What follows belongs to an exercise in optimizing a design on an open flow for small area and a short achievable clock period; a production flow would make more cautious choices.
At most, simulation tests tie the RTL to the original design; equivalence was not proved.
No functional check of the RTL was part of run 2.
Power and IR drop assume default switching activity.

==> flow/design.v, too long to show whole: its modules and the start of the top module <==
// module QE_M: 776 lines
// module qe_fa: 5 lines
// module qe_fs: 5 lines
// module qe_fc: 5 lines
// module qe_x2: 5 lines
// module qe_xn: 5 lines
// module qe_cy: 5 lines
// module qe_ha: 5 lines
module QE_M (clk, reset, in_a, in_b, in_c, in_x, mode, valid_in, last_input, valid_out, result);
  // ...
==> flow/flow/run.sh <==
#!/bin/bash
# The standard layout, with buf_2 cells as the port buffers.
bash standard.sh "BUFFER_PORTS_ARGS=-buffer_cell sky130_fd_sc_hd__buf_2" finish > standard.log 2>&1
==> flow/standard.sh <==
#!/bin/bash
# synth_recipe.tcl (not shown) runs the flow's synth.tcl, then flattens the netlist and writes it again
# the make line also repeats each setting of config.mk as NAME=value (left out here)
make -C /OpenROAD-flow-scripts/flow DESIGN_CONFIG=/design/flow/config.mk WORK_HOME=/design/flow/orfs CLKGATE_MAP_FILE= SYNTH_SCRIPT=/design/flow/synth_recipe.tcl "${@:-finish}"
==> flow/config.mk <==
export PLATFORM = sky130hd
export DESIGN_NAME = QE_M
export DESIGN_NICKNAME = QE_M
export VERILOG_FILES = /design/flow/design.v
export SDC_FILE = /design/flow/constraint.sdc
export NUM_CORES = 4
export LEC_CHECK = 0
export CAP_MARGIN = 20
export CORE_MARGIN = 2
export CORE_UTILIZATION = 40
export CTS_BUF_LIST = sky130_fd_sc_hd__clkbuf_8
export SETUP_SLACK_MARGIN = 4
export SLEW_MARGIN = 20
export SYNTH_HIERARCHICAL = 1
==> flow/constraint.sdc <==
create_clock -name core_clock -period 6.5 [get_ports {clk}]
set_input_delay 1.3000 -clock core_clock [delete_from_list [all_inputs] [get_ports {clk}]]
set_output_delay 1.3000 -clock core_clock [all_outputs]
set_load 0.01 [all_outputs]
==> impl_metrics.sql, run 1 <==
INSERT INTO impl_metrics (metric_group, metric, value, unit) VALUES
('cells_and_area', 'area_delta_synth_final', '12.74', '%'),
('worst_setup_path', 'worst_r2r_startpoint', 'keep2', ''),
('global_route', 'globalRoute.totalOverflow', '0', ''),
('cells_and_area', 'seq_cells', '154', ''),
('pwr', 'power.ir.vdd_worst', '0.1573', 'mV'),
('logic_synthesis', 'synth-async-reset-ratio', '0.03247', ''),
('worst_setup_path', 'timing.critical_path.cells', 'buf_2, nand2b_4, fa_1, xor2_1, a22o_1', ''),
('logic_synthesis', 'number_of_library_cell_types_mapped_by_synthesis', '52', ''),
('sta', 'timing.final.crit_share', '0.3673', ''),
('worst_setup_path', 'setup.worst_path.start', 'mode', ''),
('die', 'die-height', '148.8', 'um'),
('global_route', 'grt_pass1_vias', '5737', ''),
('global_route', 'number_of_antenna_violations_at_the_first_check_in_global_routing', '0', ''),
('cts', 'cts-buffers-inserted', '17', ''),
('die', 'die_width', '148.8', 'um'),
('logic_synthesis', 'synth_compound_area_frac', '0.1475', ''),
('cells_and_area', 'commonest_non_fill_non_tap_cell_in_the_layout', 'sky130_fd_sc_hd__xor2_1', ''),
('global_route', 'gr-usage-met2', '0.2528', ''),
('sta', 'grt_setup_unrepaired', 'true', ''),
('die', 'std_cell_rows', '52', ''),
('pwr', 'comb_power_share', '0.511', ''),
('run_status', 'outcome', 'finished clean', ''),
('cells_and_area', 'clock_network_area_fraction', '0.03917', ''),
('pwr', 'comb_cell_power', '0.00231', 'W'),
('cts', 'cts.hold.buffers_added', '0', '');
==> run 2, diff against run 1 <==
--- a/flow/design.v
+++ b/flow/design.v
@@ -10,17 +10,17 @@
 reg T1a14, T1a13, T1b13, T1c13, T1a12, T1b12, T1c12, T1a11, T1b11, T1c11, T1a10, T1b10, T1c10, T1a9, T1b9, T1c9, T1a8, T1b8, T1c8, T1a7, T1b7, T1c7, T1a6, T1b6, T1c6, T1a5, T1b5, T1c5, T1a4, T1b4, T1c4, T1a3, T1b3, T1c3, T1a2, T1b2, T1c2, T1a1, T1b1, T1c1, T1a0, T1b0;
 reg [7:0]  X1, C1;
 reg        m1, f1;
 reg [15:0] R;
 reg [3:0]  bo, bt, bn;   
 reg [3:0]  bnn;          
 reg        x7;
 reg [7:0]  C2;
-reg        keep2;
+reg        nkeep2;       
 reg S3a15, S3b15, S3a14, S3b14, S3a13, S3b13, S3a12, S3b12, S3a11, S3b11, S3a10, S3b10, S3a9, S3b9, S3a8, S3b8, S3a7, S3b7, S3a6, S3b6, S3a5, S3b5, S3a4, S3b4, S3a3, S3b3, S3a2, S3b2, S3a1, S3b1, S3a0, S3b0;
 reg [15:0] Y;
 reg        q1, q2, q3;   
 reg        lastd;        
 wire [15:0] S3a = {S3a15, S3a14, S3a13, S3a12, S3a11, S3a10, S3a9, S3a8, S3a7, S3a6, S3a5, S3a4, S3a3, S3a2, S3a1, S3a0};
 wire [15:0] S3b = {S3b15, S3b14, S3b13, S3b12, S3b11, S3b10, S3b9, S3b8, S3b7, S3b6, S3b5, S3b4, S3b3, S3b2, S3b1, S3b0};
 wire [15:0] S3s;
 wire [15:0] td_cp_p, td_cp_g, td_cp_c;
@@ -474,43 +474,43 @@
 assign pc_0_9 = ~(((bo[0] & R[9]) | (bt[0] & R[8])) ^ bn[0]);
 assign pc_0_10 = ~(((bo[0] & R[10]) | (bt[0] & R[9])) ^ bn[0]);
 assign pc_0_11 = ~(((bo[0] & R[11]) | (bt[0] & R[10])) ^ bn[0]);
 assign pc_0_12 = ~(((bo[0] & R[12]) | (bt[0] & R[11])) ^ bn[0]);
 assign pc_0_13 = ~(((bo[0] & R[13]) | (bt[0] & R[12])) ^ bn[0]);
 assign pc_0_14 = ~(((bo[0] & R[14]) | (bt[0] & R[13])) ^ bn[0]);
 assign pc_0_15 = ~(((bo[0] & R[15]) | (bt[0] & R[14])) ^ bn[0]);
 assign pc_neg_0 = bnn[0];
-assign pc_1_2 = ((bo[1] & R[0]) | (keep2 & ~S3a[2])) ^ bnn[1];
-assign pc_1_3 = ((bo[1] & R[1]) | (bt[1] & R[0]) | (keep2 & ~S3a[3])) ^ bnn[1];
-assign pc_1_4 = ((bo[1] & R[2]) | (bt[1] & R[1]) | (keep2 & ~S3a[4])) ^ bnn[1];
-assign pc_1_5 = ((bo[1] & R[3]) | (bt[1] & R[2]) | (keep2 & ~S3a[5])) ^ bnn[1];
-assign pc_1_6 = ((bo[1] & R[4]) | (bt[1] & R[3]) | (keep2 & ~S3a[6])) ^ bnn[1];
-assign pc_1_7 = ((bo[1] & R[5]) | (bt[1] & R[4]) | (keep2 & ~S3a[7])) ^ bnn[1];
-assign pc_1_8 = ((bo[1] & R[6]) | (bt[1] & R[5]) | (keep2 & ~S3a[8])) ^ bnn[1];
-assign pc_1_9 = ~(((bo[1] & R[7]) | (bt[1] & R[6]) | (keep2 & ~S3a[9])) ^ bn[1]);
-assign pc_1_10 = ~(((bo[1] & R[8]) | (bt[1] & R[7]) | (keep2 & ~S3a[10])) ^ bn[1]);
-assign pc_1_11 = ~(((bo[1] & R[9]) | (bt[1] & R[8]) | (keep2 & ~S3a[11])) ^ bn[1]);
-assign pc_1_12 = ~(((bo[1] & R[10]) | (bt[1] & R[9]) | (keep2 & ~S3a[12])) ^ bn[1]);
-assign pc_1_13 = ~(((bo[1] & R[11]) | (bt[1] & R[10]) | (keep2 & ~S3a[13])) ^ bn[1]);
-assign pc_1_14 = ~(((bo[1] & R[12]) | (bt[1] & R[11]) | (keep2 & ~S3a[14])) ^ bn[1]);
-assign pc_1_15 = ~(((bo[1] & R[13]) | (bt[1] & R[12]) | (keep2 & ~S3a[15])) ^ bn[1]);
+assign pc_1_2 = ~(((bo[1] & R[0])) ^ ~(bnn[1] & (S3a[2] | nkeep2)));
+assign pc_1_3 = ~(((bo[1] & R[1]) | (bt[1] & R[0])) ^ ~(bnn[1] & (S3a[3] | nkeep2)));
+assign pc_1_4 = ~(((bo[1] & R[2]) | (bt[1] & R[1])) ^ ~(bnn[1] & (S3a[4] | nkeep2)));
+assign pc_1_5 = ~(((bo[1] & R[3]) | (bt[1] & R[2])) ^ ~(bnn[1] & (S3a[5] | nkeep2)));
+assign pc_1_6 = ~(((bo[1] & R[4]) | (bt[1] & R[3])) ^ ~(bnn[1] & (S3a[6] | nkeep2)));
+assign pc_1_7 = ~(((bo[1] & R[5]) | (bt[1] & R[4])) ^ ~(bnn[1] & (S3a[7] | nkeep2)));
+assign pc_1_8 = ~(((bo[1] & R[6]) | (bt[1] & R[5])) ^ ~(bnn[1] & (S3a[8] | nkeep2)));
+assign pc_1_9 = ~(((bo[1] & R[7]) | (bt[1] & R[6])) ^ ~(bnn[1] & (S3a[9] | nkeep2)));
+assign pc_1_10 = ~(((bo[1] & R[8]) | (bt[1] & R[7])) ^ ~(bnn[1] & (S3a[10] | nkeep2)));
+assign pc_1_11 = ~(((bo[1] & R[9]) | (bt[1] & R[8])) ^ ~(bnn[1] & (S3a[11] | nkeep2)));
+assign pc_1_12 = ~(((bo[1] & R[10]) | (bt[1] & R[9])) ^ ~(bnn[1] & (S3a[12] | nkeep2)));
+assign pc_1_13 = ~(((bo[1] & R[11]) | (bt[1] & R[10])) ^ ~(bnn[1] & (S3a[13] | nkeep2)));
+assign pc_1_14 = ~(((bo[1] & R[12]) | (bt[1] & R[11])) ^ ~(bnn[1] & (S3a[14] | nkeep2)));
+assign pc_1_15 = ~(((bo[1] & R[13]) | (bt[1] & R[12])) ^ ~(bnn[1] & (S3a[15] | nkeep2)));
 assign pc_neg_1 = bnn[1];
-assign pc_2_4 = ((bo[2] & R[0]) | (keep2 & ~S3b[4])) ^ bnn[2];
-assign pc_2_5 = ((bo[2] & R[1]) | (bt[2] & R[0]) | (keep2 & ~S3b[5])) ^ bnn[2];
-assign pc_2_6 = ((bo[2] & R[2]) | (bt[2] & R[1]) | (keep2 & ~S3b[6])) ^ bnn[2];
-assign pc_2_7 = ((bo[2] & R[3]) | (bt[2] & R[2]) | (keep2 & ~S3b[7])) ^ bnn[2];
-assign pc_2_8 = ((bo[2] & R[4]) | (bt[2] & R[3]) | (keep2 & ~S3b[8])) ^ bnn[2];
-assign pc_2_9 = ((bo[2] & R[5]) | (bt[2] & R[4]) | (keep2 & ~S3b[9])) ^ bnn[2];
-assign pc_2_10 = ~(((bo[2] & R[6]) | (bt[2] & R[5]) | (keep2 & ~S3b[10])) ^ bn[2]);
-assign pc_2_11 = ~(((bo[2] & R[7]) | (bt[2] & R[6]) | (keep2 & ~S3b[11])) ^ bn[2]);
-assign pc_2_12 = ~(((bo[2] & R[8]) | (bt[2] & R[7]) | (keep2 & ~S3b[12])) ^ bn[2]);
-assign pc_2_13 = ~(((bo[2] & R[9]) | (bt[2] & R[8]) | (keep2 & ~S3b[13])) ^ bn[2]);
-assign pc_2_14 = ~(((bo[2] & R[10]) | (bt[2] & R[9]) | (keep2 & ~S3b[14])) ^ bn[2]);
-assign pc_2_15 = ~(((bo[2] & R[11]) | (bt[2] & R[10]) | (keep2 & ~S3b[15])) ^ bn[2]);
+assign pc_2_4 = ~(((bo[2] & R[0])) ^ ~(bnn[2] & (S3b[4] | nkeep2)));
+assign pc_2_5 = ~(((bo[2] & R[1]) | (bt[2] & R[0])) ^ ~(bnn[2] & (S3b[5] | nkeep2)));
+assign pc_2_6 = ~(((bo[2] & R[2]) | (bt[2] & R[1])) ^ ~(bnn[2] & (S3b[6] | nkeep2)));
+assign pc_2_7 = ~(((bo[2] & R[3]) | (bt[2] & R[2])) ^ ~(bnn[2] & (S3b[7] | nkeep2)));
+assign pc_2_8 = ~(((bo[2] & R[4]) | (bt[2] & R[3])) ^ ~(bnn[2] & (S3b[8] | nkeep2)));
+assign pc_2_9 = ~(((bo[2] & R[5]) | (bt[2] & R[4])) ^ ~(bnn[2] & (S3b[9] | nkeep2)));
+assign pc_2_10 = ~(((bo[2] & R[6]) | (bt[2] & R[5])) ^ ~(bnn[2] & (S3b[10] | nkeep2)));
+assign pc_2_11 = ~(((bo[2] & R[7]) | (bt[2] & R[6])) ^ ~(bnn[2] & (S3b[11] | nkeep2)));
+assign pc_2_12 = ~(((bo[2] & R[8]) | (bt[2] & R[7])) ^ ~(bnn[2] & (S3b[12] | nkeep2)));
+assign pc_2_13 = ~(((bo[2] & R[9]) | (bt[2] & R[8])) ^ ~(bnn[2] & (S3b[13] | nkeep2)));
+assign pc_2_14 = ~(((bo[2] & R[10]) | (bt[2] & R[9])) ^ ~(bnn[2] & (S3b[14] | nkeep2)));
+assign pc_2_15 = ~(((bo[2] & R[11]) | (bt[2] & R[10])) ^ ~(bnn[2] & (S3b[15] | nkeep2)));
 assign pc_neg_2 = bnn[2];
 assign pc_3_6 = ((bo[3] & R[0])) ^ bnn[3];
 assign pc_3_7 = ((bo[3] & R[1]) | (bt[3] & R[0])) ^ bnn[3];
 assign pc_3_8 = ((bo[3] & R[2]) | (bt[3] & R[1])) ^ bnn[3];
 assign pc_3_9 = ((bo[3] & R[3]) | (bt[3] & R[2])) ^ bnn[3];
 assign pc_3_10 = ((bo[3] & R[4]) | (bt[3] & R[3])) ^ bnn[3];
 assign pc_3_11 = ~(((bo[3] & R[5]) | (bt[3] & R[4])) ^ bn[3]);
 assign pc_3_12 = ~(((bo[3] & R[6]) | (bt[3] & R[5])) ^ bn[3]);
@@ -521,22 +521,22 @@
 assign pc_4_8 = ~(x7 & R[0]);
 assign pc_4_9 = ~(x7 & R[1]);
 assign pc_4_10 = ~(x7 & R[2]);
 assign pc_4_11 = ~(x7 & R[3]);
 assign pc_4_12 = ~(x7 & R[4]);
 assign pc_4_13 = ~(x7 & R[5]);
 assign pc_4_14 = ~(x7 & R[6]);
 assign pc_4_15 = ~(x7 & R[7]);
-assign pc_acc_1_0 = ~(keep2 & ~S3a[0]);
-assign pc_acc_1_1 = ~(keep2 & ~S3a[1]);
-assign pc_acc_2_0 = ~(keep2 & ~S3b[0]);
-assign pc_acc_2_1 = ~(keep2 & ~S3b[1]);
-assign pc_acc_2_2 = ~(keep2 & ~S3b[2]);
-assign pc_acc_2_3 = ~(keep2 & ~S3b[3]);
+assign pc_acc_1_0 = nkeep2 | S3a[0];
+assign pc_acc_1_1 = nkeep2 | S3a[1];
+assign pc_acc_2_0 = nkeep2 | S3b[0];
+assign pc_acc_2_1 = nkeep2 | S3b[1];
+assign pc_acc_2_2 = nkeep2 | S3b[2];
+assign pc_acc_2_3 = nkeep2 | S3b[3];
 wire tc_1, tc_2, tc_3, tc_4, tc_5, tc_6, tc_7, tc_8;
 wire tc_9, tc_10, tc_11, tc_12, tc_13, tc_14, tc_15, tc_16;
 wire tc_17, tc_18, tc_19, tc_20, tc_21, tc_22, tc_23, tc_24;
 wire tc_25, tc_26, tc_27, tc_28, tc_29, tc_30, tc_31, tc_32;
 wire tc_33, tc_34, tc_35, tc_36, tc_37, tc_38, tc_39, tc_40;
 wire tc_41, tc_42, tc_43, tc_44, tc_45, tc_46, tc_47, tc_48;
 wire tc_49, tc_50, tc_51, tc_52, tc_53, tc_54, tc_55, tc_56;
 wire tc_57, tc_58, tc_59, tc_60, tc_61, tc_62, tc_63, tc_64;
@@ -717,17 +717,17 @@
 	for (i = 0; i < 4; i = i + 1) begin
 		bo[i] <= X1[2*i] ^ xm[2*i];
 		bt[i] <= (X1[2*i+1] & ~X1[2*i] & ~xm[2*i]) | (~X1[2*i+1] & X1[2*i] & xm[2*i]);
 		bn[i] <= X1[2*i+1];
 		bnn[i] <= ~X1[2*i+1];
 	end
 	x7 <= X1[7];
 	C2 <= C1;
-	keep2 <= m1 & ~f1;
+	nkeep2 <= ~m1 | f1;
 	S3a15 <= tc_115;
 	S3b15 <= tc_114;
 	S3a14 <= tc_113;
 	S3b14 <= tc_112;
 	S3a13 <= tc_111;
 	S3b13 <= tc_110;
 	S3a12 <= tc_109;
 	S3b12 <= tc_108;
==> run 2 against run 1 <==
Still clean. Synthesized cell count is 1.9% lower. Maximum frequency is 1.1% lower. Largest cell class unchanged. Sequential power hardly changed. Clock power is 9.5% higher. Critical path type is now register to register. Critical endpoint is now R[15].
==> impl_metrics.sql, run 2 <==
INSERT INTO impl_metrics (metric_group, metric, value, unit) VALUES
('cells_and_area', 'drive_above_1_share', '0.1797', ''),
('sta', 'whs', '328.9', 'ps'),
('cts', 'cts-buffers-inserted', '17', ''),
('place', 'detailed_place_hpwl', '11660', 'um'),
('sta', 'skew', '11.72', 'ps'),
('logic_synthesis', 'synth-main-ff-cell', 'sky130_fd_sc_hd__dfxtp_1', ''),
('die', 'total_core_area', '20230', 'um2'),
('worst_setup_path', 'worst_ep_required_time', '6840', 'ps'),
('global_route', 'largest_net_degree_at_the_start_of_global_routing', '36', ''),
('pwr', 'cellLeakagePower', '3.771', 'nW'),
('logic_synthesis', 'yosys_top_cell_area_share', '0.3558', ''),
('die', 'std_cell_rows', '52', ''),
('route', 'drt_drc_violations_left', '0', ''),
('sta', 'setup_total_negative_slack', '0', 'ps'),
('route', 'number_of_vias_in_the_routed_layout', '5708', ''),
('global_route', 'grt_pass1_vias', '5554', ''),
('cells_and_area', 'area_delta_synth_final', '14.45', '%'),
('route', 'avgRoutedWirePerCell', '13.90', 'um'),
('logic_synthesis', 'synth_largest_area_cell', 'sky130_fd_sc_hd__dfxtp_1', ''),
('worst_setup_path', 'path_max_fanout', '4', ''),
('logic_synthesis', 'dominant_cells_by_area_after_synthesis', 'sky130_fd_sc_hd__dfxtp_1 (36%), sky130_fd_sc_hd__xor2_1 (21%), sky130_fd_sc_hd__fa_1 (9.0%), sky130_fd_sc_hd__a22o_1 (4.8%), sky130_fd_sc_hd__a22oi_1 (4.4%)', ''),
('route', 'initialDrtViolationCount', '229', ''),
('logic_synthesis', 'sequential_share_of_the_synthesized_area', '0.3710', ''),
('sta', 'fmaxAchievable', '0.4141', 'GHz'),
('place', 'gpl.final_weighted_congestion', '0.8102', ''),
('worst_setup_path', 'critPathKind', 'register to register', ''),
('sta', 'timing.final.crit_share', '0.3716', ''),
('route', 'antenna_left', '0', ''),
('run_status', 'outcome', 'finished clean', ''),
('sta', 'period_needed', '2415', 'ps'),
('logic_synthesis', 'number_of_library_cell_types_mapped_by_synthesis', '47', ''),
('pwr', 'power.density', '486.7', 'nW/um2'),
('job', 'cap_viol_max_count', '0', ''),
('pwr', 'post-layout-total-power', '0.004608', 'W'),
('die', 'die_width', '147.8', 'um'),
('logic_synthesis', 'synth_seq_cells', '152', ''),
('route', 'drt-vias-per-instance', '4.942', ''),
('sta', 'max_slew.worst_pin.slew', '542.8', 'ps'),
('cells_and_area', 'commonest_non_fill_non_tap_cell_in_the_layout', 'sky130_fd_sc_hd__xor2_1', ''),
('cells_and_area', 'design.final.nets', '949', ''),
('logic_synthesis', 'synth_enable_flop_cells', '0', ''),
('cts', 'worst_skew_pair.late_latency', '450', 'ps'),
('cts', 'cts_tree', 'built', ''),
('route', 'detail_route.first_pass.iterations', '6', ''),
('cts', 'cts-root-to-sink-buffers', '2', ''),
('die', 'floorplan.initialDensity', '0.4088', ''),
('cts', 'clkSinkCount', '152', ''),
('sta', 'finalSetupViolCount', '0', ''),
('logic_synthesis', 'synth-async-reset-ratio', '0.03289', ''),
('sta', 'maxSlewViolCount', '0', ''),
('cells_and_area', 'non_filler_instance_count_after_layout', '1155', ''),
('logic_synthesis', 'post_synth.cell_area_avg', '9.906', 'um2'),
('cells_and_area', 'layout.cells.most_common_list', 'sky130_fd_sc_hd__xor2_1 (187), sky130_fd_sc_hd__dfxtp_1 (141), sky130_fd_sc_hd__nand2_1 (77)', ''),
('die', 'design.die.area', '21840', 'um2'),
('logic_synthesis', 'yosysWarningCount', '7', ''),
('logic_synthesis', 'synth_common_cells', 'sky130_fd_sc_hd__xor2_1 (200), sky130_fd_sc_hd__dfxtp_1 (147), sky130_fd_sc_hd__nand2_1 (90)', ''),
('logic_synthesis', 'post_synth_inst_count', '835', ''),
('global_route', 'grt.total_usage', '0.1522', ''),
('cts', 'cts_htree_levels', '4', ''),
('global_route', 'wire_length_of_the_first_global_routing_pass', '26850', 'um'),
('cts', 'clock_tree.root_cell', 'sky130_fd_sc_hd__clkbuf_8', ''),
('sta', 'timing_hold_violations_final', '0', ''),
('logic_synthesis', 'yosys.cell_count.top_type', 'sky130_fd_sc_hd__xor2_1', ''),
('worst_setup_path', 'crit_path_start_kind', 'register', ''),
('place', 'placed_cells_incl_taps', '1116', ''),
('die', 'i_o_pin_total', '54', ''),
('pwr', 'power.ir.vdd_worst', '0.1489', 'mV'),
('cells_and_area', 'largest_registers', 'R (16), Y (16)', ''),
('sta', 'grt_setup_unrepaired', 'true', ''),
('worst_setup_path', 'arrival', '2750', 'ps'),
('die', 'die-height', '147.8', 'um'),
('global_route', 'globalRoute.totalOverflow', '0', ''),
('cells_and_area', 'postLayoutCoreUtil', '0.4678', ''),
('place', 'port_buffers', '53', ''),
('cts', 'cts.clk_slew.worst_paths', '80', 'ps'),
('cells_and_area', 'antenna_cells_inserted', '0', ''),
('global_route', 'number_of_antenna_violations_at_the_first_check_in_global_routing', '0', ''),
('route', 'wirelength', '16060', 'um'),
('worst_setup_path', 'critical_path.endpoint_type', 'register', ''),
('sta', 'timing.slew.headroom', '0.6376', ''),
('hold_path', 'holdCritPathClass', 'register to register', ''),
('logic_synthesis', 'synth.cell_area', '8272', 'um2');
==> run 2: changes by cell type in the layout (fill, tap and decap cells not counted), sizes merged, moves of 3 or more <==
cell / delta
a22oi: +19
xnor2: -16
xor2: +16
nand2: -15
a21oi: -12
inv: -9
a222oi: -6
clkinvlp: -6
o21ai: +6
or2: +6
nand2b: -5
buf: +4
or3: +3
==> run 2: layer usage <==
layer,global-route usage,up-vias,share of wire,routed length (um)
li1,-,2858,-,-
met1,0.2058,2719,0.49,7899
met2,0.2451,113,0.46,7459
met3,0.03086,18,0.031,493
met4,0.04856,0,0.013,206
met5,0,-,0,0
==> run 2: kinds of logic (layout without fill, tap and decap cells) <==
family,after synthesis,after routing,synth area share
xor gates and xnor gates,236,236,0.2499
and+or+nand+nor,185,185,0.1094
AOI/OAI and AO/OA,163,163,0.1501
DFF,152,152,0.3710
buffers and inverters,58,106,0.02647
adders and majority gates,37,37,0.08955
other,2,4,0.0009079
muxes,2,2,0.002723
==> run 2: per-module statistics from Yosys, one instance, submodules excluded <==
module / flip-flops and latches / times used
QE_M: 152 / 1
qe_fa: 0 / 37
qe_cy: 0 / 45
qe_x2: 0 / 158
qe_xn: 0 / 23
==> run 2: stage by stage <==
step	area (um2)	setup slack, ps
after floorplan	8681	3968
after global placement	8832	3699
after detailed placement	8832	3663
after CTS	9329	4002
after global routing	9467	3920
final	9467	4085
==> run 2: critical path, cell delays in order, from the launching register on <==
cell,delay [ps]
sky130_fd_sc_hd__dfxtp_1,410
sky130_fd_sc_hd__xor2_2,230
sky130_fd_sc_hd__xor2_2,310
sky130_fd_sc_hd__o32ai_2,170
sky130_fd_sc_hd__o311ai_4,380
sky130_fd_sc_hd__o221ai_4,180
sky130_fd_sc_hd__a211oi_4,300
sky130_fd_sc_hd__o221ai_2,150
sky130_fd_sc_hd__xor2_1,170
==> run 2: area by class of cell <==
cell class	instances	area [um2]
fillers	1932	10770
flip-flops and latches	152	3077
multi-input cells	627	5248
clock buffers	19	261.5
clock inverters	10	146.4
inverters	13	48.80
well taps	270	337.8
repair buffers	64	347.8
==> run 2: power by group <==
part           switching [W]  internal (W)  total, W
logic                0.00124       0.00112   0.00236
clock network       0.000341      0.000397  0.000738
registers           0.000262       0.00125   0.00151
total                0.00184       0.00276   0.00461
==> run 2: what timing repair did <==
action	CTS	global route
gates resized for setup	8	19
hold buffers	0	0
pin swaps	7	6
setup endpoints to repair	8	21
gates cloned	0	0
setup buffers	6	4
hold endpoints to repair	0	0
==> run 2: final timing paths <==
kind,start,to,slack [ps],depth (start not counted)
max,T1b3,R[15],4080,8
min,C1[5],C2[5],330,0
max reg2reg,T1b3,R[15],4080,8
min reg2reg,C1[5],C2[5],330,0
max in group asynchronous,reset,lastd,5540,2
min in group asynchronous,reset,q2,730,2

[port drivers added, routing unchanged]
The flow's constraints put no driver on any port. The routed layouts listed below were extracted and timed again, unchanged, in two steps. Step 1 assumes that a clkbuf_16 drives the clock port and a buf_2 every other input. Step 2 adds t to the input delays and takes it off the output delays; t is the mean of the earliest and latest rising clock arrival at the registers after step 1. Input paths then give back, and output paths get back, about the clock's delay inside the block. Slacks: no drivers / after step 1 / after step 2; pairs: no drivers / after step 1.
run	t, ns	setup slack, ns	worst hold slack (ns)	clock arrival spread, ns	cell pins on the clock port's net
run 1	0.476	4.112 / 4.128 / 3.652	0.326 / 0.326 / 0.326	0.011 / 0.011	1
run 2	0.478	4.085 / 4.085 / 3.666	0.329 / 0.329 / 0.329	0.015 / 0.015	1
After both steps every run listed still meets setup and hold. For run 1, which loses most, drivers alone change the setup slack by +0.016 ns; drivers and shift together by -0.460 ns.
